This design comes from an exercise in tuning for small area, a short achievable clock period and few clock cycles per item on the open sky130 flow, not from production work. The RTL was checked by simulation tests, not by an equivalence proof against the original design. No activity file was given, so power comes from the tool's default toggle rates.

[design/flow/design.v]
module mult8(clk, nRST, c_ALL, m_busy, a_data, b_data, mult_out, m_finish);
input clk;
input nRST;
input c_ALL;
input m_busy;
input [7:0] a_data;
input [7:0] b_data;
output m_finish;
reg m_finish;
output [15:0] mult_out;
wire pp_0_0;
wire pp_0_1;
wire pp_0_2;
wire pp_0_3;
wire pp_0_4;
wire pp_0_5;
wire pp_0_6;
wire pp_0_7;
wire pp_1_0;
wire pp_1_1;
wire pp_1_2;
wire pp_1_3;
wire pp_1_4;
wire pp_1_5;
wire pp_1_6;
wire pp_1_7;
wire pp_2_0;
wire pp_2_1;
wire pp_2_2;
wire pp_2_3;
wire pp_2_4;
wire pp_2_5;
wire pp_2_6;
wire pp_2_7;
wire pp_3_0;
wire pp_3_1;
wire pp_3_2;
wire pp_3_3;
wire pp_3_4;
wire pp_3_5;
wire pp_3_6;
wire pp_3_7;
wire pp_4_0;
wire pp_4_1;
wire pp_4_2;
wire pp_4_3;
wire pp_4_4;
wire pp_4_5;
wire pp_4_6;
wire pp_4_7;
wire pp_5_0;
wire pp_5_1;
wire pp_5_2;
wire pp_5_3;
wire pp_5_4;
wire pp_5_5;
wire pp_5_6;
wire pp_5_7;
wire pp_6_0;
wire pp_6_1;
wire pp_6_2;
wire pp_6_3;
wire pp_6_4;
wire pp_6_5;
wire pp_6_6;
wire pp_6_7;
wire pp_7_0;
wire pp_7_1;
wire pp_7_2;
wire pp_7_3;
wire pp_7_4;
wire pp_7_5;
wire pp_7_6;
wire pp_7_7;
wire s1;
wire c2;
wire s3;
wire c4;
wire s5;
wire c6;
wire s7;
wire c8;
wire s9;
wire c10;
wire s11;
wire c12;
wire s13;
wire c14;
wire s15;
wire c16;
wire s17;
wire c18;
wire s19;
wire c20;
wire s21;
wire c22;
wire s23;
wire c24;
wire s25;
wire c26;
wire s27;
wire c28;
wire s29;
wire c30;
wire s31;
wire c32;
wire s33;
wire c34;
wire s35;
wire c36;
wire s37;
wire c38;
wire s39;
wire c40;
wire s41;
wire c42;
wire s43;
wire c44;
wire s45;
wire c46;
wire s47;
wire c48;
wire s49;
wire c50;
wire s51;
wire c52;
wire s53;
wire c54;
wire s55;
wire c56;
wire s57;
wire c58;
wire s59;
wire c60;
wire s61;
wire c62;
wire s63;
wire c64;
wire s65;
wire c66;
wire s67;
wire c68;
wire s69;
wire c70;
wire s71;
wire c72;
wire s73;
wire c74;
wire s75;
wire c76;
wire s77;
wire c78;
wire s79;
wire c80;
wire s81;
wire c82;
wire s83;
wire c84;
wire [15:0] row_a, row_b;
assign pp_0_0 = a_data[0] & b_data[0];
assign pp_0_1 = a_data[0] & b_data[1];
assign pp_0_2 = a_data[0] & b_data[2];
assign pp_0_3 = a_data[0] & b_data[3];
assign pp_0_4 = a_data[0] & b_data[4];
assign pp_0_5 = a_data[0] & b_data[5];
assign pp_0_6 = a_data[0] & b_data[6];
assign pp_0_7 = ~(a_data[0] & b_data[7]);
assign pp_1_0 = a_data[1] & b_data[0];
assign pp_1_1 = a_data[1] & b_data[1];
assign pp_1_2 = a_data[1] & b_data[2];
assign pp_1_3 = a_data[1] & b_data[3];
assign pp_1_4 = a_data[1] & b_data[4];
assign pp_1_5 = a_data[1] & b_data[5];
assign pp_1_6 = a_data[1] & b_data[6];
assign pp_1_7 = ~(a_data[1] & b_data[7]);
assign pp_2_0 = a_data[2] & b_data[0];
assign pp_2_1 = a_data[2] & b_data[1];
assign pp_2_2 = a_data[2] & b_data[2];
assign pp_2_3 = a_data[2] & b_data[3];
assign pp_2_4 = a_data[2] & b_data[4];
assign pp_2_5 = a_data[2] & b_data[5];
assign pp_2_6 = a_data[2] & b_data[6];
assign pp_2_7 = ~(a_data[2] & b_data[7]);
assign pp_3_0 = a_data[3] & b_data[0];
assign pp_3_1 = a_data[3] & b_data[1];
assign pp_3_2 = a_data[3] & b_data[2];
assign pp_3_3 = a_data[3] & b_data[3];
assign pp_3_4 = a_data[3] & b_data[4];
assign pp_3_5 = a_data[3] & b_data[5];
assign pp_3_6 = a_data[3] & b_data[6];
assign pp_3_7 = ~(a_data[3] & b_data[7]);
assign pp_4_0 = a_data[4] & b_data[0];
assign pp_4_1 = a_data[4] & b_data[1];
assign pp_4_2 = a_data[4] & b_data[2];
assign pp_4_3 = a_data[4] & b_data[3];
assign pp_4_4 = a_data[4] & b_data[4];
assign pp_4_5 = a_data[4] & b_data[5];
assign pp_4_6 = a_data[4] & b_data[6];
assign pp_4_7 = ~(a_data[4] & b_data[7]);
assign pp_5_0 = a_data[5] & b_data[0];
assign pp_5_1 = a_data[5] & b_data[1];
assign pp_5_2 = a_data[5] & b_data[2];
assign pp_5_3 = a_data[5] & b_data[3];
assign pp_5_4 = a_data[5] & b_data[4];
assign pp_5_5 = a_data[5] & b_data[5];
assign pp_5_6 = a_data[5] & b_data[6];
assign pp_5_7 = ~(a_data[5] & b_data[7]);
assign pp_6_0 = a_data[6] & b_data[0];
assign pp_6_1 = a_data[6] & b_data[1];
assign pp_6_2 = a_data[6] & b_data[2];
assign pp_6_3 = a_data[6] & b_data[3];
assign pp_6_4 = a_data[6] & b_data[4];
assign pp_6_5 = a_data[6] & b_data[5];
assign pp_6_6 = a_data[6] & b_data[6];
assign pp_6_7 = ~(a_data[6] & b_data[7]);
assign pp_7_0 = ~(a_data[7] & b_data[0]);
assign pp_7_1 = ~(a_data[7] & b_data[1]);
assign pp_7_2 = ~(a_data[7] & b_data[2]);
assign pp_7_3 = ~(a_data[7] & b_data[3]);
assign pp_7_4 = ~(a_data[7] & b_data[4]);
assign pp_7_5 = ~(a_data[7] & b_data[5]);
assign pp_7_6 = ~(a_data[7] & b_data[6]);
assign pp_7_7 = a_data[7] & b_data[7];
assign s1 = pp_0_6 ^ pp_1_5;
assign c2 = pp_0_6 & pp_1_5;
assign s3 = pp_0_7 ^ pp_1_6 ^ pp_2_5;
assign c4 = (pp_0_7 & pp_1_6) | (pp_2_5 & (pp_0_7 ^ pp_1_6));
assign s5 = pp_3_4 ^ pp_4_3;
assign c6 = pp_3_4 & pp_4_3;
assign s7 = pp_1_7 ^ pp_2_6 ^ pp_3_5;
assign c8 = (pp_1_7 & pp_2_6) | (pp_3_5 & (pp_1_7 ^ pp_2_6));
assign s9 = pp_4_4 ^ pp_5_3 ^ pp_6_2;
assign c10 = (pp_4_4 & pp_5_3) | (pp_6_2 & (pp_4_4 ^ pp_5_3));
assign s11 = pp_2_7 ^ pp_3_6 ^ pp_4_5;
assign c12 = (pp_2_7 & pp_3_6) | (pp_4_5 & (pp_2_7 ^ pp_3_6));
assign s13 = pp_0_4 ^ pp_1_3;
assign c14 = pp_0_4 & pp_1_3;
assign s15 = pp_0_5 ^ pp_1_4 ^ pp_2_3;
assign c16 = (pp_0_5 & pp_1_4) | (pp_2_3 & (pp_0_5 ^ pp_1_4));
assign s17 = pp_3_2 ^ pp_4_1;
assign c18 = pp_3_2 & pp_4_1;
assign s19 = s1 ^ pp_2_4 ^ pp_3_3;
assign c20 = (s1 & pp_2_4) | (pp_3_3 & (s1 ^ pp_2_4));
assign s21 = pp_4_2 ^ pp_5_1 ^ pp_6_0;
assign c22 = (pp_4_2 & pp_5_1) | (pp_6_0 & (pp_4_2 ^ pp_5_1));
assign s23 = s3 ^ s5 ^ pp_5_2;
assign c24 = (s3 & s5) | (pp_5_2 & (s3 ^ s5));
assign s25 = pp_6_1 ^ pp_7_0 ^ c2;
assign c26 = (pp_6_1 & pp_7_0) | (c2 & (pp_6_1 ^ pp_7_0));
assign s27 = s7 ^ s9 ^ pp_7_1;
assign c28 = (s7 & s9) | (pp_7_1 & (s7 ^ s9));
assign s29 = 1'b1 ^ c4 ^ c6;
assign c30 = (1'b1 & c4) | (c6 & (1'b1 ^ c4));
assign s31 = s11 ^ pp_5_4 ^ pp_6_3;
assign c32 = (s11 & pp_5_4) | (pp_6_3 & (s11 ^ pp_5_4));
assign s33 = pp_7_2 ^ c8 ^ c10;
assign c34 = (pp_7_2 & c8) | (c10 & (pp_7_2 ^ c8));
assign s35 = pp_3_7 ^ pp_4_6 ^ pp_5_5;
assign c36 = (pp_3_7 & pp_4_6) | (pp_5_5 & (pp_3_7 ^ pp_4_6));
assign s37 = pp_6_4 ^ pp_7_3 ^ c12;
assign c38 = (pp_6_4 & pp_7_3) | (c12 & (pp_6_4 ^ pp_7_3));
assign s39 = pp_4_7 ^ pp_5_6 ^ pp_6_5;
assign c40 = (pp_4_7 & pp_5_6) | (pp_6_5 & (pp_4_7 ^ pp_5_6));
assign s41 = pp_0_3 ^ pp_1_2;
assign c42 = pp_0_3 & pp_1_2;
assign s43 = s13 ^ pp_2_2 ^ pp_3_1;
assign c44 = (s13 & pp_2_2) | (pp_3_1 & (s13 ^ pp_2_2));
assign s45 = s15 ^ s17 ^ pp_5_0;
assign c46 = (s15 & s17) | (pp_5_0 & (s15 ^ s17));
assign s47 = s19 ^ s21 ^ c16;
assign c48 = (s19 & s21) | (c16 & (s19 ^ s21));
assign s49 = s23 ^ s25 ^ c20;
assign c50 = (s23 & s25) | (c20 & (s23 ^ s25));
assign s51 = s27 ^ s29 ^ c24;
assign c52 = (s27 & s29) | (c24 & (s27 ^ s29));
assign s53 = s31 ^ s33 ^ c28;
assign c54 = (s31 & s33) | (c28 & (s31 ^ s33));
assign s55 = s35 ^ s37 ^ c32;
assign c56 = (s35 & s37) | (c32 & (s35 ^ s37));
assign s57 = s39 ^ pp_7_4 ^ c36;
assign c58 = (s39 & pp_7_4) | (c36 & (s39 ^ pp_7_4));
assign s59 = pp_5_7 ^ pp_6_6 ^ pp_7_5;
assign c60 = (pp_5_7 & pp_6_6) | (pp_7_5 & (pp_5_7 ^ pp_6_6));
assign s61 = pp_0_2 ^ pp_1_1;
assign c62 = pp_0_2 & pp_1_1;
assign s63 = s41 ^ pp_2_1 ^ pp_3_0;
assign c64 = (s41 & pp_2_1) | (pp_3_0 & (s41 ^ pp_2_1));
assign s65 = s43 ^ pp_4_0 ^ c42;
assign c66 = (s43 & pp_4_0) | (c42 & (s43 ^ pp_4_0));
assign s67 = s45 ^ c14 ^ c44;
assign c68 = (s45 & c14) | (c44 & (s45 ^ c14));
assign s69 = s47 ^ c18 ^ c46;
assign c70 = (s47 & c18) | (c46 & (s47 ^ c18));
assign s71 = s49 ^ c22 ^ c48;
assign c72 = (s49 & c22) | (c48 & (s49 ^ c22));
assign s73 = s51 ^ c26 ^ c50;
assign c74 = (s51 & c26) | (c50 & (s51 ^ c26));
assign s75 = s53 ^ c30 ^ c52;
assign c76 = (s53 & c30) | (c52 & (s53 ^ c30));
assign s77 = s55 ^ c34 ^ c54;
assign c78 = (s55 & c34) | (c54 & (s55 ^ c34));
assign s79 = s57 ^ c38 ^ c56;
assign c80 = (s57 & c38) | (c56 & (s57 ^ c38));
assign s81 = s59 ^ c40 ^ c58;
assign c82 = (s59 & c40) | (c58 & (s59 ^ c40));
assign s83 = pp_6_7 ^ pp_7_6 ^ c60;
assign c84 = (pp_6_7 & pp_7_6) | (c60 & (pp_6_7 ^ pp_7_6));
assign row_a = {1'b1, pp_7_7, s83, s81, s79, s77, s75, s73, s71, s69, s67, s65, s63, s61, pp_0_1, pp_0_0};
assign row_b = {1'b0, c84, c82, c80, c78, c76, c74, c72, c70, c68, c66, c64, c62, pp_2_0, pp_1_0, 1'b0};
wire [6:0] lo_sum;
assign lo_sum[0:0] = row_a[0:0];
assign lo_sum[6:1] = row_a[5:1] + row_b[5:1];
reg [5:0] lo_q;
reg lo_c;
reg [8:0] hi_a;
reg [8:0] hi_b;
always @(posedge clk or negedge nRST)
begin
    if(nRST == 1'b0)
        m_finish <= 1'b0;
    else if(c_ALL == 1'b1)
        m_finish <= 1'b0;
    else if(m_busy == 1'b0)
        m_finish <= 1'b1;
end
always @(posedge clk)
begin
    if(m_busy == 1'b0)
    begin
        lo_q <= lo_sum[5:0];
        lo_c <= lo_sum[6];
        hi_a <= {row_a[14], row_a[13], row_a[12], row_a[11], row_a[10], row_a[9], row_a[8], row_a[7], row_a[6]};
        hi_b <= {row_b[14], row_b[13], row_b[12], row_b[11], row_b[10], row_b[9], row_b[8], row_b[7], row_b[6]};
    end
end
assign mult_out[5:0] = lo_q;
assign mult_out[15:6] = {1'b1, hi_a[8], hi_a[7], hi_a[6], hi_a[5], hi_a[4], hi_a[3], hi_a[2], hi_a[1], hi_a[0]} + {1'b0, hi_b[8], hi_b[7], hi_b[6], hi_b[5], hi_b[4], hi_b[3], hi_b[2], hi_b[1], hi_b[0]} + lo_c;
endmodule
[design/flow/flow/run.sh]
#!/bin/bash
# Own layout flow: the standard flow (standard.sh), with its synthesis
# script swapped for flow/synth.tcl, which sources the standard script
# synth_recipe.tcl but skips full-adder extraction and maps with flow/map.abc.
set -euo pipefail
work=$(pwd)
export MY_WORK_DIR=$work
export MY_FLOW_DIR=$work/flow
sed -e "s#SYNTH_SCRIPT=[^ ]*#SYNTH_SCRIPT=$work/flow/synth.tcl ADDER_MAP_FILE= BUFFER_PORTS_ARGS=\"-buffer_cell sky130_fd_sc_hd__buf_2\"#" standard.sh > own_standard.sh
bash own_standard.sh > own_flow.log 2>&1
[design/flow/flow/map.abc]
strash
dch
map -D 2000
topo
stime -c
buffer -c
upsize -c -D 2000
dnsize -c -D 2000
stime -c
[design/flow/flow/map_out.abc]
strash
dch
map -D 900
topo
stime -c
buffer -c
upsize -c -D 900
dnsize -c -D 900
stime -c
[design/flow/flow/synth.tcl]
# Standard synthesis (synth_recipe.tcl, sourced unchanged) with two changes made
# from outside it: no full-adder extraction (ADDER_MAP_FILE is left empty on
# make's command line) and ABC technology mapping with delay-driven scripts:
# flow/map_out.abc for the logic between the registers and the outputs, then
# flow/map.abc for the rest.
proc abc {args} {
  set out {}
  set skip 0
  foreach a $args {
    if {$skip} { set skip 0; continue }
    if {$a eq "-script" || $a eq "-D"} { set skip 1; continue }
    lappend out $a
  }
  set dir $::env(MY_FLOW_DIR)
  if {[file exists $dir/map_out.abc]} {
    yosys select -set outcone o:* %ci*:-sky130_fd_sc_hd__edfxtp_1:-sky130_fd_sc_hd__dfrtp_1:-sky130_fd_sc_hd__dfxtp_1 t:\$_* %i
    puts "abc override: output cone with $dir/map_out.abc"
    yosys abc -script $dir/map_out.abc {*}$out @outcone
  }
  puts "abc override: rest with $dir/map.abc"
  yosys abc -script $dir/map.abc {*}$out
}
source $::env(MY_WORK_DIR)/synth_recipe.tcl
[design/flow/standard.sh]
#!/bin/bash
# synth_recipe.tcl (not shown) runs the flow's synth.tcl, then flattens the netlist and writes it again
# the make line also repeats each setting of config.mk as NAME=value (left out here)
make -C /OpenROAD-flow-scripts/flow DESIGN_CONFIG=/design/flow/config.mk WORK_HOME=/design/flow/orfs CLKGATE_MAP_FILE= SYNTH_SCRIPT=/design/flow/synth_recipe.tcl "${@:-finish}"
[design/flow/config.mk]
export PLATFORM = sky130hd
export DESIGN_NAME = mult8
export DESIGN_NICKNAME = mult8
export VERILOG_FILES = /design/flow/design.v
export SDC_FILE = /design/flow/constraint.sdc
export NUM_CORES = 4
export LEC_CHECK = 0
export CAP_MARGIN = 20
export CORE_MARGIN = 2
export CORE_UTILIZATION = 40
export GPL_TIMING_DRIVEN = 0
export PLACE_DENSITY = 0.6
export SETUP_SLACK_MARGIN = 2.3
export SLEW_MARGIN = 20
[design/flow/constraint.sdc]
create_clock -name core_clock -period 5.0 [get_ports {clk}]
set_input_delay 1.0000 -clock core_clock [delete_from_list [all_inputs] [get_ports {clk}]]
set_output_delay 1.0000 -clock core_clock [all_outputs]
set_load 0.01 [all_outputs]
==> run notes, run 1 <==
The run finished with no timing, DRC or antenna violations. The worst setup path is launched from an input pin. The leading area contributor after synthesis is sky130_fd_sc_hd__edfxtp_1. The worst slew margin relative to its limit is 0.371.

The global-route wire length before repair came out at 11.3 mm. Of the available clock period, the critical path in the final layout requires 0.555. Walking the worst path, the cells encountered are clkbuf_16, inv_1, o21ai_1, nand2_1, o21ai_0, and2_1, o21bai_1, a22o_1, nand2_1, nand3_1, and2_4, xor2_2, xor2_1. After clock tree synthesis, the flow added hold-fix buffers numbering 0. The placed instance area came out at 3240 um^2. On the worst path, the slowest cell contributes a delay of 250 ps. The count of vias placed by the detailed router is 2,866. The placeable core region came out at 6760 um^2.

The clock drives 26 sinks. The pin count of the biggest net entering global routing came out at 27. Clock-pin slew was measured on the worst setup and hold paths at 90 ps.

The share of total power dissipated in sequential elements is 0.257. The worst endpoint required time is 5020 ps. The die covers 7660 um^2. The count of buffers inserted at the top-level ports is 31.

The part of the power in combinational logic is 0.635. The max-slew violation count came out at 0. The final HPWL from detailed placement is 5.25 mm.

The number of hold violations in the final report came to 0. Of all nets on the critical path, the largest fanout is 8. The number of nets in the final layout came out at 494. The number of buffers created by CTS came out at 3.

Final hold analysis gives a worst-case slack of 479 ps. The number of enable flip-flop cells after synthesis is 25. The width of the chip came out at 87.5 um. On the final layout, the worst clock skew is 0 ps. The most repeated cell in the gate-level netlist after synthesis is sky130_fd_sc_hd__nand2_1.

The cell that appears most often on the critical path is sky130_fd_sc_hd__nand2_1. The total number of H-tree levels came out at 1. The count of yosys warnings during synthesis is 1.

The final wirelength is 7.17 mm. In the final routed layout, each cell accounts on average for 13.0 um. The setup TNS came out at 0 ps. The combined flip-flop and latch cell area is 776 um^2. The share of synthesized area in the top cell type comes to 0.269. After routing the design area is 4050 um^2. The flip-flop and latch count after synthesis came out at 26. At the later pin of the worst-skew pair, clock insertion delay measures 270 ps. The post-layout minimum cycle time is 2780 ps. The gate count after technology mapping is 398. Compared with the post-synthesis result, the final layout area differs by 45.0%. The maximum number of buffers from clock root to sink is 2.

The number of search-and-repair iterations in the first detailed-routing pass is 4. The min-delay analysis places its worst path in the category input pin to asynchronous set/reset pin. The number of antenna repair diodes is 0. For this design, the slowest cell found on the critical path is sky130_fd_sc_hd__inv_1. In the post-synthesis netlist, the biggest area contributors are sky130_fd_sc_hd__edfxtp_1 27%, sky130_fd_sc_hd__nand2_1 13%, sky130_fd_sc_hd__xor2_1 8.8%. The fraction of power spent switching nets is 0.404. The via count of the first global-routing pass is 2,481. By count the netlist is led by 96 x sky130_fd_sc_hd__nand2_1, 44 x sky130_fd_sc_hd__nor2_1, 42 x sky130_fd_sc_hd__inv_1, 28 x sky130_fd_sc_hd__xor2_1, 26 x sky130_fd_sc_hd__nand3_1.

The global route total overflow is 0. The maximum frequency from static timing analysis is 360 MHz. The number of antenna violations at the first check in global routing is 0. For this configuration, the core starts out at a cell density of 0.413.

The mean instance size in the synthesized netlist is 7.01 um^2. Cell internal power was estimated by the tool at 756 uW. The number of endpoints failing setup at the final stage is 0. The count of max-cap constraint violations came out at 0. The number of core rows is 30. The data arrival time of the worst path is 2800 ps. The worst-margin pin slew is 943 ps. The layout has 615 filler cells. The sequential area share after synthesis is 0.278. The post-synthesis net count is 418. In this run the clock root is driven by a sky130_fd_sc_hd__clkbuf_8. The count of pins on the block boundary is 37. For this run, the leading register cell type out of synthesis is sky130_fd_sc_hd__edfxtp_1. The detailed router's first-iteration violation count came out at 93.

The overall routing resource usage is 0.183. The total DRC errors in the routed layout came out at 0. The die boundary height is 87.5 um. The static leakage came out at 0.00184 uW.

The maximum resistive drop on vdd is 0.131 mV. The utilization of the core after routing came out at 0.599. The multi-input gate area in the final layout came out at 2270 um^2.

At the end of routability-driven placement, the weighted congestion stood at 0.921. The power dissipated by switching net loads came out at 512 uW. The ratio of cells with drive above 1 in the final layout came out at 0.416. The power density relative to cell area came out at 313 nW/um^2. The startpoint-to-endpoint class of the critical path is input pin to register.

The design draws 1270 uW. The routed via count divided by cell count is 5.18. The residual antenna-violating net count after detailed routing is 0. The clock network fraction of total power is 0.108. The critical path endpoint category is a register. The netlist uses 42 different library cells. The post-synth design cell area came out at 2790 um^2. Setup repair after global routing could not meet its margin everywhere. TritonCTS built the clock tree. Of all flip-flops after synthesis, the portion carrying an async set or reset was 0.0385.
==> what timing repair did <==
item                                    4_1_cts  5_1_grt
resized for setup                            46       78
endpoints found under the setup margin       19       21
endpoints found under the hold margin         0        0
pin swaps                                    33       50
buffers inserted                             25       15
==> critical path, delay by kind of cell <==
kind            cells  cell delay (ps)
xor+xnor            2              290
simple gates        5              510
buf+inv             2              390
compound gates      4              610
==> sequential cells by signal (all words and copies together), names as in the netlist <==
register  count
lo_c          1
lo_q          6
hi_b          9
m_finish      1
hi_a          9
==> worst paths after layout <==
check                      startpoint       end  slack, ps  cells past startpoint
min reg2reg                  m_finish  m_finish        500                      2
max                         a_data[4]   hi_a[3]       2220                     13
min                              nRST  m_finish        480                      1
max reg2reg                  m_finish  m_finish       4360                      2
min in group core_clock      m_finish  m_finish        500                      2
max in group asynchronous        nRST  m_finish       4440                      1
==> layout by cell type, fill, tap and decap left out, drive strengths merged, types with 14 or more instances in the layout <==
master  Yosys  routed
xor2       28      28
nand3      26      26
xnor2      16      16
nand2      96      96
o21ai      27      27
nand4      14      14
edfxtp     25      25
inv        43      40
buf         3      74
nor2       51      51
==> logic make-up after synthesis <==
group           share of synthesized area
xor+xnor                            0.138
flops                               0.278
compound gates                      0.162
buf+inv                            0.0659
fa+ha+maj                          0.0143
simple gates                        0.342
==> power by group through the flow <==
stage / registers (uW) / clock network (uW) / logic, uW
after detailed placement: 327 / 0 / 618
after global placement: 325 / 0 / 612
after floorplan: 327 / 0 / 474
after global routing: 333 / 145 / 885
final: 326 / 136 / 805
after CTS: 324 / 139 / 690
==> per-layer routing <==
metal	up-vias	global-route usage	share of wire
li1	1488	-	-
met1	1322	0.251	0.47
met2	50	0.314	0.50
met3	6	0.0113	0.022
met4	0	0.0462	0.011
met5	-	0	0
==> metrics by stage <==
stage	cells	worst slack, ps
global route	553	2100
floorplan	398	2170
global placement	509	1740
detailed placement	509	1710
CTS	538	2250
finish	553	2220
==> layout make-up <==
| cell class | instances | share of cell area |
|---|---|---|
| flip-flops and latches | 26 | 0.192 |
| multi-input cells | 324 | 0.561 |
| inverters | 43 | 0.0501 |
| clock buffers | 4 | 0.0136 |
| well taps | 80 | 0.0247 |
| plain buffers | 5 | 0.0238 |
| repair buffers | 71 | 0.135 |
Testbench counts, summed over its fixed seeds: cycles 3,200, items 3,200.
==> run 2, diff against run 1 <==
==> design/flow/flow/map.abc (replaced) <==
strash
dch
map -D 1400
topo
stime -c
buffer -c
upsize -c -D 1400
dnsize -c -D 1400
stime -c
--- a/design/flow/config.mk
+++ b/design/flow/config.mk
@@ -10,5 +10,5 @@
 export CORE_UTILIZATION = 40
 export GPL_TIMING_DRIVEN = 0
 export PLACE_DENSITY = 0.6
-export SETUP_SLACK_MARGIN = 2.3
+export SETUP_SLACK_MARGIN = 2.2
 export SLEW_MARGIN = 20
==> run 2 against run 1 <==
Compared with the run above: still clean; sequential share of layout area grew 3.4 points; critical path depth shrank 6; flip-flop and latch count is the same; sequential power shrank 4%; wire length shrank 1.4%; global-route usage shrank 0.36 points; combinational power shrank 26%; clock skew is the same; die area grew 6.0%; clock power is essentially flat; synthesized area grew 6.3%; critical endpoint is now mult_out[13]; largest cell class unchanged; largest power group unchanged.
==> run notes, run 2 <==
The count of yosys warnings during synthesis is 1 (unchanged). The detailed router's first-iteration violation count came out at 118 (+27%). The maximum resistive drop on vdd came out at 0.100 mV (-23%). The largest registers in the layout are hi_a (9), hi_b (9), lo_q (6). The number of buffers created by CTS is 3 (unchanged). The via count of the first global-routing pass is 2,713 (+9.4%). The number of enable flip-flop cells after synthesis was 25 (unchanged). The die footprint came to 8120 um^2 (+6.0%). Leaving out fill and tap cells, the most frequent cell in the layout is sky130_fd_sc_hd__nand2_1. The post-detailed-route wirelength per cell was 12.3 um (-5.0%). The routed via count divided by cell count was 5.20 (+0.27%). The data arrival time of the worst path was 1740 ps (-1060 ps). The number of buffers inserted by hold repair at cts is 0 (unchanged). The worst endpoint required time came out at 4000 ps (-1020 ps). The critical path is of the register to primary output type. The share of the cycle needed by the critical path after routing is 0.548 (-0.00770). The count of buffers inserted at the top-level ports is 27 (-13%). The max-slew violation count came to 0 (unchanged). The post-synthesis net count is 454 (+8.6%). The share of async-settable or async-resettable flops after synthesis came out at 0.0385 (unchanged). The placed instance area is 3230 um^2 (-0.35%). The ratio of cells with drive above 1 in the final layout came to 0.217 (-0.200). The worst-margin pin slew is 959 ps (+16.2 ps). The count of vias placed by the detailed router came out at 2,983 (+4.1%). The maximum frequency from static timing analysis came to 365 MHz (+1.4%). The worst hold path class is input pin to asynchronous set/reset pin.

The number of antenna violations at the first check in global routing came out at 0 (unchanged). The root buffer selected by CTS is sky130_fd_sc_hd__clkbuf_8. sky130_fd_sc_hd__nand2_1 is the most common cell in the netlist.

The total number of H-tree levels was 1 (unchanged). The number of hold violations in the final report came out at 0 (unchanged). The slowest stage of the critical path is the sky130_fd_sc_hd__edfxtp_1 cell.

The static leakage is 0.00171 uW (-7.2%). The launching element type of the critical path is a register. Setup repair after global routing could not meet its margin everywhere.

The worst slew margin relative to its limit came out at 0.360 (-0.0108). The power density relative to cell area is 305 nW/um^2 (-2.7%). The post-synth design cell area is 2970 um^2 (+6.3%). The number of distinct library cells after synthesis came out at 51 (+21%). Sorting the synthesized cells by area gives the leading types as sky130_fd_sc_hd__edfxtp_1 25%, sky130_fd_sc_hd__nand2_1 17%, sky130_fd_sc_hd__nand3_1 7.1%. Broken down by cell family, the worst path's largest delay share belongs to compound AO/OA/AOI/OAI gates. The latest clock arrival within the worst-skew pair is 270 ps (about the same).

The clock sink count was 26 (unchanged). The sequential area share after synthesis was 0.261 (-0.0164). The area growth from synthesis to layout came out at 15.8%.

The flip-flop and latch count after synthesis came out at 26 (unchanged). The initial standard-cell utilization of the core is 0.411 (-0.00194). The maximum fanout encountered on the critical timing path is 3 (-5).

The number of placed cells counting well taps came out at 560 (+10%). The count of placed standard cells in the final layout, fillers left out was 574 (+3.8%). The worst-case clock skew came out at 0 ps (unchanged). The routability congestion estimate was 0.875 (-5.0%). The placeable core region came out at 7210 um^2 (+6.8%). The overall routing resource usage is 0.179 (-0.00365). The residual antenna-violating net count after detailed routing is 0 (unchanged). The mean instance size in the synthesized netlist came out at 6.84 um^2 (-2.5%).

The number of endpoints failing setup at the final stage came out at 0 (unchanged). The final HPWL from detailed placement came out at 5.65 mm (+7.6%). Among all flip-flop cells after synthesis, the most frequent one is sky130_fd_sc_hd__edfxtp_1.

The top cell types in the final layout, fill and taps aside, are 133 x sky130_fd_sc_hd__nand2_1, 38 x sky130_fd_sc_hd__nand3_1, 33 x sky130_fd_sc_hd__nor2_1, 32 x sky130_fd_sc_hd__inv_1, 29 x sky130_fd_sc_hd__buf_2. The gate count after technology mapping was 434 (+9.0%). The count of pins on the block boundary came out at 37 (unchanged). The global route total overflow is 0 (unchanged). Traced cell by cell, the critical path runs through nor2_2, o21ai_2, a21o_2, a21oi_4, o221ai_2, xor2_1, buf_2. The number of nets in the final layout was 496 (+0.40%). The sum of internal, switching and leakage power was 1050 uW (-17%). The total DRC errors in the routed layout was 0 (unchanged). The post-layout minimum cycle time came out at 2740 ps (-38.5 ps).

The commonest cells after synthesis are 134 x sky130_fd_sc_hd__nand2_1, 42 x sky130_fd_sc_hd__nand3_1, 36 x sky130_fd_sc_hd__nor2_1, 34 x sky130_fd_sc_hd__inv_1, 25 x sky130_fd_sc_hd__edfxtp_1. The die boundary height came out at 90.1 um (+3.0%). TritonCTS built the clock tree.

The number of antenna repair diodes came out at 0 (unchanged). The pin count of the biggest net entering global routing came out at 27 (unchanged). The width of the chip is 90.1 um (+3.0%). The buffers plus inverters on the worst setup path was 1 (-1). The global-route wire length before repair is 12.2 mm (+8.0%). The count of max-cap constraint violations came to 0 (unchanged). The number of search-and-repair iterations in the first detailed-routing pass is 4 (unchanged). The count of fill cells added during filler insertion is 785 (+28%).

The largest incremental delay on the critical path is 410 ps (+160 ps). The clock transition at the register clock pins on the worst setup and hold paths after CTS came out at 100 ps (about the same). The synthesized design spends more area on one cell type than any other, namely sky130_fd_sc_hd__edfxtp_1. The utilization of the core after routing is 0.476 (-0.123). The final wirelength came out at 7.08 mm (-1.4%).

The maximum number of buffers from clock root to sink came out at 2 (unchanged). The post-route cell area is 3440 um^2 (-15%). The setup TNS is 0 ps (unchanged). The portion of synthesized cell area occupied by the leading cell type came to 0.253 (-0.0159). The worst setup path is captured at a primary output. The flow ran to the end and the layout has no timing, DRC or antenna violations. The number of core rows came out at 31 (+3.3%).
## run 2: cell count changes after synthesis, moves of 5 or more
| cell | previous run | this run |
|---|---|---|
| sky130_fd_sc_hd__nand2_1 | 96 | 134 |
| sky130_fd_sc_hd__nand3_1 | 26 | 42 |
| sky130_fd_sc_hd__xor2_1 | 28 | 15 |
| sky130_fd_sc_hd__o21ai_1 | 1 | 10 |
| sky130_fd_sc_hd__inv_1 | 42 | 34 |
| sky130_fd_sc_hd__nor2_1 | 44 | 36 |
| sky130_fd_sc_hd__o21ai_0 | 23 | 15 |
| sky130_fd_sc_hd__inv_2 | 1 | 8 |
| sky130_fd_sc_hd__o21bai_1 | 9 | 3 |
| sky130_fd_sc_hd__nand4_1 | 14 | 19 |
| sky130_fd_sc_hd__xnor2_1 | 16 | 11 |
## run 2: per-stage QoR
stage	hold WS, ps	worst slack [ps]
global placement	474	2010
finish	481	2260
detailed placement	491	2000
global route	465	2140
floorplan	535	2290
CTS	467	2220
## run 2: path summary, 6_finish.rpt
path / startpoint / endpoint / slack (ps) / cells after the start
min: nRST / m_finish / 480 / 1
min in group core_clock: m_finish / m_finish / 510 / 2
max: hi_a[0] / mult_out[13] / 2260 / 7
max reg2reg: m_finish / m_finish / 4360 / 2
max in group asynchronous: nRST / m_finish / 4440 / 1
min reg2reg: m_finish / m_finish / 510 / 2
## run 2: routing by layer
metal | wire, um | track usage | part of all wire
met3 | 358 | 0.0159 | 0.051
met2 | 3220 | 0.301 | 0.45
met5 | 0 | 0 | 0
met1 | 3420 | 0.250 | 0.48
met4 | 78 | 0.0410 | 0.011
## run 2: worst reg2reg max path, delay by kind of cell (launching register included)
kind | cells | cell delay [ps]
flops | 1 | 380
simple gates | 2 | 160
## run 2: final cells by class
class                   instances  area [um^2]  share of cell area
plain buffers                   9         61.3              0.0178
flip-flops and latches         26          776               0.226
repair buffers                 37          215              0.0626
clock buffers                   4         55.1              0.0160
well taps                      99          124              0.0361
inverters                      42          164              0.0477
multi-input cells             357         2040               0.594
## run 2: repair_timing
action                                 CTS  global route
gates resized for setup                  1            21
cloned                                   0             0
endpoints found under the hold margin    0             0
buffers inserted                         0            10
pin swaps                                0             7
setup endpoints to repair                1            16
## run 2: cell families (layout without fill, tap and decap cells)
family | Yosys count | after routing | share of synthesized area
AOI/OAI and AO/OA | 67 | 67 | 0.156
adders and majority gates | 2 | 2 | 0.00675
DFF | 26 | 26 | 0.261
xor gates and xnor gates | 29 | 29 | 0.0978
buffers and inverters | 51 | 92 | 0.0717
and+or+nand+nor | 259 | 259 | 0.406
## run 2: power by group
group          switching (uW)  total [uW]  internal (uW)
clock                    68.2         139           70.4
sequential               18.6         313            295
combinational             347         595            248
total                     433        1050            613
==> run 3, diff against run 2 <==
==> design/flow/flow/map_out.abc (replaced) <==
strash
dch
map -D 600
topo
stime -c
buffer -c
upsize -c -D 600
dnsize -c -D 600
stime -c
--- a/design/flow/config.mk
+++ b/design/flow/config.mk
@@ -10,5 +10,4 @@
 export CORE_UTILIZATION = 40
 export GPL_TIMING_DRIVEN = 0
 export PLACE_DENSITY = 0.6
-export SETUP_SLACK_MARGIN = 2.2
 export SLEW_MARGIN = 20
==> run 3 against run 2 <==
Compared with the run above: largest cell class unchanged; worst setup slack improved by 43 ps; flip-flop and latch count did not move; via count up 0.70%; fmax rose by 1.6%; still clean on timing, DRC and antenna; synthesized area up 3.6%; core utilization fell by 1.6 points; register-to-register slack hardly changed; die area up 3.4%; clock skew unchanged; total power fell by 2.5%.
==> run notes, run 3 <==
The library cells used most frequently in the layout, excluding fill and tap cells, are 146 x sky130_fd_sc_hd__nand2_1, 46 x sky130_fd_sc_hd__nand3_1, 39 x sky130_fd_sc_hd__inv_1, 38 x sky130_fd_sc_hd__nor2_1, 32 x sky130_fd_sc_hd__buf_2. The clock network fraction of total power is 0.126 (-0.006). The via count of the first global-routing pass came out at 2,745 (+1.2%).

The critical path ends at lo_q[4]. The most numerous cell type found on the critical path is sky130_fd_sc_hd__nand2_1. The part of the power in combinational logic came out at 0.566 (-0.002). The portion of synthesized cell area occupied by the leading cell type came out at 0.244 (-0.00876). The number of antenna repair diodes came out at 0 (unchanged).

The worst slew margin relative to its limit came out at 0.343 (-0.0173). The quantity of gates resized following cts is 0 (-1). The gate count after technology mapping is 463 (+6.7%). The utilization of the core after routing came out at 0.461 (-0.0156). The setup slack after placement came out at 2020 ps (+26.6 ps). The largest incremental delay on the critical path came to 340 ps (-70 ps). The count of yosys warnings during synthesis was 1 (unchanged). The sequential area share after synthesis is 0.252 (-0.00905). The power density relative to cell area came to 302 nW/um^2 (-0.78%). TritonCTS built the clock tree.

The critical path endpoint category is a register. The latest clock arrival within the worst-skew pair came out at 270 ps (about the same). The count of placed standard cells in the final layout, fillers left out came out at 593 (+3.3%). The initial standard-cell utilization of the core came out at 0.419 (+0.00798). The routed via count divided by cell count was 5.07 (-2.5%). The maximum frequency from static timing analysis was 371 MHz (+1.6%). The max-slew violation count was 0 (unchanged). The routability congestion estimate was 0.898 (+2.6%). The residual antenna-violating net count after detailed routing came to 0 (unchanged).

The critical path goes through buf_2, inv_1, nor2_1, nand3_1, nand4_1, nand2_1, o21ai_0, nand2_1, or2_1, nand2_1, nand2_1, xnor3_1. The ratio of cells with drive above 1 in the final layout was 0.168 (-0.0488). The final HPWL from detailed placement is 5.72 mm (+1.2%). The worst-margin pin slew is 985 ps (+25.9 ps). The number of placed cells counting well taps came out at 589 (+5.2%). The pin count of the biggest net entering global routing was 27 (unchanged). The clock sink count is 26 (unchanged). The die boundary height is 91.7 um (+1.7%). The internal cell power came out at 577 uW (-5.8%). STA classifies the critical path startpoint as an input pin. Yosys instantiated no cell more often than sky130_fd_sc_hd__nand2_1. The worst register-to-register path ends at m_finish. The maximum fanout encountered on the critical timing path is 8 (+5).

The count of vias placed by the detailed router is 3,004 (+0.70%). The share of async-settable or async-resettable flops after synthesis was 0.0385 (unchanged). The number of buffers inserted by hold repair at cts is 0 (unchanged).

The number of antenna violations at the first check in global routing was 0 (unchanged). The leading register cell type out of synthesis is sky130_fd_sc_hd__edfxtp_1. The most common cell after layout, fill and taps aside is sky130_fd_sc_hd__nand2_1. The die footprint is 8400 um^2 (+3.4%). The number of distinct library cells after synthesis is 49 (-3.9%). The maximum resistive drop on vdd is 0.124 mV (+23%). The data arrival time of the worst path came out at 2720 ps (+980 ps). The number of nets in the final layout is 515 (+3.8%). The biggest area contributor in the post-synthesis netlist is sky130_fd_sc_hd__edfxtp_1. The maximum number of buffers from clock root to sink came out at 2 (unchanged). The clock transition at the register clock pins on the worst setup and hold paths after CTS is 90 ps (about the same). The global-route wire length before repair is 12.2 mm (+0.11%). The placeable core region came out at 7330 um^2 (+1.6%). The overall routing resource usage is 0.173 (-0.00572). The slowest stage of the critical path belongs to the cell sky130_fd_sc_hd__xnor3_1. The number of hold violations in the final report is 0 (unchanged).

The flip-flop and latch count after synthesis is 26 (unchanged). The total number of H-tree levels is 1 (unchanged). The worst endpoint required time is 5020 ps (+1020 ps). The final wirelength came out at 7.02 mm (-0.78%).

The total DRC errors in the routed layout is 0 (unchanged). The final worst slack came to 2310 ps (+42.9 ps). The number of buffers created by CTS was 3 (unchanged). The number of search-and-repair iterations in the first detailed-routing pass is 4 (unchanged). The worst register-to-register path begins at m_finish. The count of buffers inserted at the top-level ports is 27 (unchanged). The number of core rows came out at 31 (unchanged). The flow ran to the end and the layout has no timing, DRC or antenna violations. The post-layout minimum cycle time is 2690 ps (-42.9 ps). The width of the chip came out at 91.7 um (+1.7%).

The worst hold slack after final layout is 483 ps (+2.15 ps). The post-synthesis net count came out at 483 (+6.4%). The count of pins on the block boundary is 37 (unchanged). The most critical setup path has its startpoint at b_data[2].

The startpoint-to-endpoint class of the critical path is input pin to register. The count of max-cap constraint violations is 0 (unchanged). By area the synthesized netlist is led by sky130_fd_sc_hd__edfxtp_1 24%, sky130_fd_sc_hd__nand2_1 18%, sky130_fd_sc_hd__nand3_1 7.5%. In the synthesized netlist, the cells that appear most often are 146 x sky130_fd_sc_hd__nand2_1, 46 x sky130_fd_sc_hd__nand3_1, 39 x sky130_fd_sc_hd__inv_1, 38 x sky130_fd_sc_hd__nor2_1, 25 x sky130_fd_sc_hd__edfxtp_1. The flop-to-flop setup slack came out at 4360 ps (about the same). The number of enable flip-flop cells after synthesis came to 25 (unchanged).

The global route total overflow was 0 (unchanged). The worst-case clock skew is 0 ps (unchanged). The setup TNS came out at 0 ps (unchanged). The tree is rooted in a sky130_fd_sc_hd__clkbuf_8. The min-delay analysis places its worst path in the category input pin to asynchronous set/reset pin. The static leakage is 0.00171 uW (+0.22%). The number of setup buffers added after CTS came out at 0 (unchanged).

The power dissipated by switching net loads came out at 443 uW (+2.2%). The fraction of power spent switching nets came out at 0.434 (+0.0199). The share of the cycle needed by the critical path after routing was 0.539 (-0.00857). In the final layout, the registers with the most flip-flops are hi_a (9), hi_b (9), lo_q (6). The area growth from synthesis to layout is 9.89%. The mean instance size in the synthesized netlist is 6.64 um^2 (-2.9%). Setup repair after global routing left no endpoint under its margin. The worst-case reg-to-reg path depth came out at 2 (unchanged). The detailed router's first-iteration violation count is 148 (+25%). The post-detailed-route wirelength per cell came out at 11.8 um (-4.0%). The post-synth design cell area is 3070 um^2 (+3.6%).

The proportion of power drawn by flip-flops and latches came out at 0.309 (+0.010). The number of endpoints failing setup at the final stage came to 0 (unchanged).
-- run 3: worst min path at each step --
| stage | from | endpoint | slack (ps) | cells after the start |
|---|---|---|---|---|
| after floorplan | m_finish | m_finish | 540 | 2 |
| after global placement | m_finish | m_finish | 470 | 2 |
| after detailed placement | m_finish | m_finish | 500 | 2 |
| after CTS | nRST | m_finish | 470 | 1 |
| after global routing | nRST | m_finish | 470 | 1 |
| final | nRST | m_finish | 480 | 1 |
-- run 3: cells by family after synthesis --
family,share of synthesized area
and+or+nand+nor,0.425
AOI/OAI and AO/OA,0.157
buffers and inverters,0.0790
DFF,0.252
xor gates and xnor gates,0.0802
adders and majority gates,0.00651
-- run 3: power by group through the flow --
stage,sequential [uW],clock (uW),combinational [uW]
after global placement,320,0,571
after detailed placement,320,0,579
after CTS,315,135,581
after global routing,322,140,654
after floorplan,321,0,446
final,315,128,577
-- run 3: critical path: cells and delay by family --
family | cells | cell delay, ps
XOR/XNOR | 1 | 340
AO/OA/AOI/OAI | 1 | 70
AND/OR/NAND/NOR | 8 | 930
buffers and inverters | 2 | 370
-- run 3: final cells by class --
cell class	instances	area, um^2
fill	759	3950
buffer	9	55.1
clock buffer	4	45.0
multi-input combinational	378	2050
timing repair buffer	27	135
tap	99	124
sequential	26	776
inverter	50	188
-- run 3: through the flow --
stage | area (um^2) | total power (uW)
6_report | 3380 | 1020
5_1_grt | 3380 | 1120
3_3_place_gp | 3330 | 891
2_1_floorplan | 3070 | 767
3_5_place_dp | 3330 | 900
4_1_cts | 3380 | 1030
-- run 3: metal layers --
layer	wire [um]	share of wire	global-route usage
met1	3510	0.50	0.240
met2	3180	0.45	0.294
met3	277	0.039	0.0197
met4	48	0.0068	0.0316
met5	0	0	0
==> run 4, diff against run 3 <==
==> design/flow/flow/map_out.abc (replaced) <==
strash
dch
map -D 900
topo
stime -c
buffer -c
upsize -c -D 900
dnsize -c -D 900
stime -c
==> run 4 against run 3 <==
Compared with the run above: still clean; sequential share of layout area increased by 0.67 points; worst setup slack got worse by 92 ps; critical path depth decreased by 6; global-route usage increased by 0.59 points; sequential power decreased by 1%; worst hold slack got worse by 2.3 ps; synthesized cell count decreased by 6.3%; largest power group unchanged.
==> run notes, run 4 <==
The gate count after technology mapping came out at 434 (-6.3%). The number of antenna repair diodes came out at 0 (unchanged). The clock transition at the register clock pins on the worst setup and hold paths after CTS came out at 90 ps (about the same). The pin count of the biggest net entering global routing is 27 (unchanged). The count of max-cap constraint violations came out at 0 (unchanged). The share of the cycle needed by the critical path after routing was 0.557 (+0.0183). The post-synthesis share of cell area spent on full adders, half adders and majority gates is 0.00675 (+0.000234). The post-detailed-route wirelength per cell came out at 12.3 um (+3.7%). The number of distinct library cells after synthesis came out at 51 (+4.1%). The die boundary height came out at 90.1 um (-1.7%). The run finished with no timing, DRC or antenna violations.

The internal cell power came to 589 uW (+2.0%). The worst hold path class is input pin to asynchronous set/reset pin. The total DRC errors in the routed layout is 0 (unchanged). The number of enable flip-flop cells after synthesis is 25 (unchanged).

The worst slew margin relative to its limit is 0.366 (+0.0239). The fraction of the mapped netlist area in compound gates is 0.156 (-0.000285). The total number of H-tree levels was 1 (unchanged). The placeable core region came out at 7210 um^2 (-1.6%). The number of placed cells counting well taps is 560 (-4.9%). The part of the power in combinational logic is 0.556 (-0.010). The static leakage came out at 0.00164 uW (-4.0%).

The count of pins on the block boundary was 37 (unchanged). The worst setup path is launched from a register. By count the netlist is led by 134 x sky130_fd_sc_hd__nand2_1, 42 x sky130_fd_sc_hd__nand3_1, 36 x sky130_fd_sc_hd__nor2_1, 34 x sky130_fd_sc_hd__inv_1, 25 x sky130_fd_sc_hd__edfxtp_1. The post-synthesis net count came out at 454 (-6.0%). The width of the chip came out at 90.1 um (-1.7%). In the layout the commonest cells are 134 x sky130_fd_sc_hd__nand2_1, 42 x sky130_fd_sc_hd__nand3_1, 36 x sky130_fd_sc_hd__nor2_1, 34 x sky130_fd_sc_hd__inv_1, 32 x sky130_fd_sc_hd__buf_2. Among all cell types in the netlist, the one instantiated most often is sky130_fd_sc_hd__nand2_1.

The critical path goes through xnor2_1, inv_1, a21oi_1, o221ai_2, xor2_1, buf_2. The proportion of synthesized area in mux cells is 0 (unchanged). Broken down by cell family, the worst path's largest delay share belongs to XOR/XNOR gates. The combinational family with the most area after synthesis is simple AND/OR/NAND/NOR gates. The worst-case reg-to-reg path depth is 2 (unchanged). The fraction of power spent switching nets came out at 0.417 (-0.0167).

The number of antenna violations at the first check in global routing is 0 (unchanged). The count of buffers inserted at the top-level ports is 27 (unchanged). The maximum fanout encountered on the critical timing path is 3 (-5). The ratio of cells with drive above 1 in the final layout came out at 0.166 (-0.00242). The detailed router's first-iteration violation count is 115 (-22%).

The post-layout minimum cycle time is 2790 ps (+91.7 ps). The largest incremental delay on the critical path came out at 410 ps (+70 ps). The largest registers in the layout are hi_a (9), hi_b (9), lo_q (6).

The number of hold violations in the final report came out at 0 (unchanged). The cell with the largest stage delay on the worst path is sky130_fd_sc_hd__edfxtp_1. TritonCTS built the clock tree.

The portion of synthesized cell area occupied by the leading cell type came out at 0.253 (+0.00876). The residual antenna-violating net count after detailed routing is 0 (unchanged). The post-synth design cell area came to 2970 um^2 (-3.5%). STA classifies the critical path endpoint as a primary output. The latest clock arrival within the worst-skew pair came out at 270 ps (about the same). The number of buffers inserted by hold repair at cts is 0 (unchanged). The worst-margin pin slew came to 949 ps (-35.9 ps). The overall routing resource usage is 0.179 (+0.00589).

The endpoint identified for the worst register-to-register timing path is m_finish. The data arrival time of the worst path is 1790 ps (-930 ps). The routed via count divided by cell count is 5.10 (+0.77%).

The clock sink count came to 26 (unchanged). The leading area contributor after synthesis is sky130_fd_sc_hd__edfxtp_1. The origin of the critical flop-to-flop path is m_finish.

The number of core rows is 31 (unchanged). The number of endpoints failing setup at the final stage came to 0 (unchanged). The power density relative to cell area is 308 nW/um^2 (+2.0%). The maximum number of buffers from clock root to sink is 2 (unchanged). The number of search-and-repair iterations in the first detailed-routing pass is 4 (unchanged).

The number of setup buffers added after CTS is 0 (unchanged). The maximum frequency from static timing analysis was 359 MHz (-3.3%). The mean instance size in the synthesized netlist is 6.84 um^2 (+3.0%). The global route total overflow came out at 0 (unchanged).

The initial standard-cell utilization of the core is 0.411 (-0.00798). The quantity of gates resized following cts came out at 0 (unchanged). The count of vias placed by the detailed router is 2,879 (-4.2%).

The post-synthesis share of cell area spent on and, or, nand and nor gates is 0.406 (-0.0193). Setup repair after global routing left no endpoint under its margin. The flop-to-flop setup slack is 4360 ps (about the same).

The die footprint is 8120 um^2 (-3.3%). The final HPWL from detailed placement came to 5.65 mm (-1.2%). The number of nets in the final layout came out at 486 (-5.6%). The tree is rooted in a sky130_fd_sc_hd__clkbuf_8.

The setup TNS is 0 ps (unchanged). The max-slew violation count came out at 0 (unchanged). The count of placed standard cells in the final layout, fillers left out came to 564 (-4.9%).

The worst-case clock skew came out at 0 ps (unchanged). The worst setup path is of the register to primary output kind. The number of buffers created by CTS came out at 3 (unchanged). The share of async-settable or async-resettable flops after synthesis came to 0.0385 (unchanged).

The via count of the first global-routing pass came to 2,715 (-1.1%). Leaving out fill and tap cells, the most frequent cell in the layout is sky130_fd_sc_hd__nand2_1. The clock network fraction of total power came out at 0.137 (+0.011). The sequential area share after synthesis is 0.261 (+0.00905).

The final wirelength is 6.93 mm (-1.4%). The proportion of power drawn by flip-flops and latches is 0.308 (about the same). Compared with the post-synthesis result, the final layout area differs by 10.6%.

The flip-flop and latch count after synthesis is 26 (unchanged). The count of yosys warnings during synthesis was 1 (unchanged). The maximum resistive drop on vdd came out at 0.0997 mV (-19%). The global-route wire length before repair was 12.2 mm (unchanged). The buffers plus inverters on the worst setup path came out at 2 (unchanged).

The routability congestion estimate came out at 0.875 (-2.6%). The share of the synthesized netlist area taken by xor and xnor gates came to 0.0978 (+0.0176). Sorting the synthesized cells by area gives the leading types as sky130_fd_sc_hd__edfxtp_1 25%, sky130_fd_sc_hd__nand2_1 17%, sky130_fd_sc_hd__nand3_1 7.1%. The power dissipated by switching net loads was 422 uW (-4.7%). The worst endpoint required time came out at 4000 ps (-1020 ps).

The leading register cell type out of synthesis is sky130_fd_sc_hd__edfxtp_1.
[run 4: power groups by stage]
stage | Clock, uW | Combinational, uW | Sequential [uW]
CTS | 147 | 567 | 312
global placement | 0 | 553 | 316
detailed placement | 0 | 565 | 317
finish | 138 | 562 | 311
global route | 153 | 631 | 317
floorplan | 0 | 428 | 318
[run 4: how the worst max path moves through the flow]
stage               startpoint  slack, ps  cells past startpoint           end
detailed placement   b_data[2]       2000                     12       lo_q[4]
floorplan            b_data[2]       2290                     13       lo_q[4]
finish                 hi_a[6]       2210                      6  mult_out[13]
global route         a_data[2]       2070                     16       hi_a[3]
CTS                    hi_a[6]       2190                      6  mult_out[13]
global placement     b_data[2]       2010                     12       lo_q[4]
[run 4: cells by family (layout without fill, tap and decap cells)]
| family | Yosys count | after routing |
|---|---|---|
| AOI/OAI and AO/OA | 67 | 67 |
| xor gates and xnor gates | 29 | 29 |
| adders and majority gates | 2 | 2 |
| buffers and inverters | 51 | 82 |
| DFF | 26 | 26 |
| and+or+nand+nor | 259 | 259 |
[run 4: layout make-up]
class,count,area [um^2]
buffer,9,55.1
tap,99,124
inverter,42,158
multi-input combinational,357,1980
fill,800,3930
timing repair buffer,27,135
sequential,26,776
clock buffer,4,55.1
[run 4: per-stage QoR]
step                setup WS [ps]  area, um^2  hold slack, ps  utilization  total power [uW]
detailed placement           2000        3230             491        0.447               882
global placement             2010        3230             474        0.447               868
floorplan                    2290        2970             535            -               745
global route                 2070        3280             465        0.455              1100
finish                       2210        3280             481        0.455              1010
CTS                          2190        3280             467        0.455              1030
[run 4: layer usage]
| metal | routed length (um) | track usage | up-vias |
|---|---|---|---|
| li1 | - | - | 1538 |
| met3 | 323 | 0.0159 | 4 |
| met4 | 67 | 0.0410 | 0 |
| met2 | 3160 | 0.301 | 59 |
| met1 | 3380 | 0.251 | 1278 |
| met5 | 0 | 0 | - |

afterwards: timing with drivers on the ports:
In the flow no input, the clock included, has a driving cell. The finished layouts below were timed again as built, in two steps.
Step 1 sets driving cells, clkbuf_16 on the clock port and buf_2 on the other inputs (assumed; they add their load-dependent delay and slew).
Step 2 moves the port delays by t, midway between the first and last clock arrival at a register: inputs arrive t later, outputs are due t later. That takes back most of the time a late clock gives input paths.
Three values: no drivers, after step 1, after step 2; two values: the first two.
run	t (ns)	setup slack, ns	hold slack, ns	worst setup path at the end	pins driven straight from the clock port
run 1	0.298	2.224 / 2.213 / 1.915	0.479 / 0.474 / 0.500	input to register	1
run 2	0.299	2.262 / 2.231 / 2.017	0.481 / 0.471 / 0.509	input to register	1
run 3	0.299	2.305 / 2.288 / 2.014	0.483 / 0.475 / 0.507	input to register	1
run 4	0.299	2.214 / 2.183 / 1.984	0.481 / 0.472 / 0.508	input to register	1
After both steps setup and hold are still met in every run listed. For run 1, which loses most, drivers alone change the setup slack by -0.011 ns; drivers and shift together by -0.309 ns.
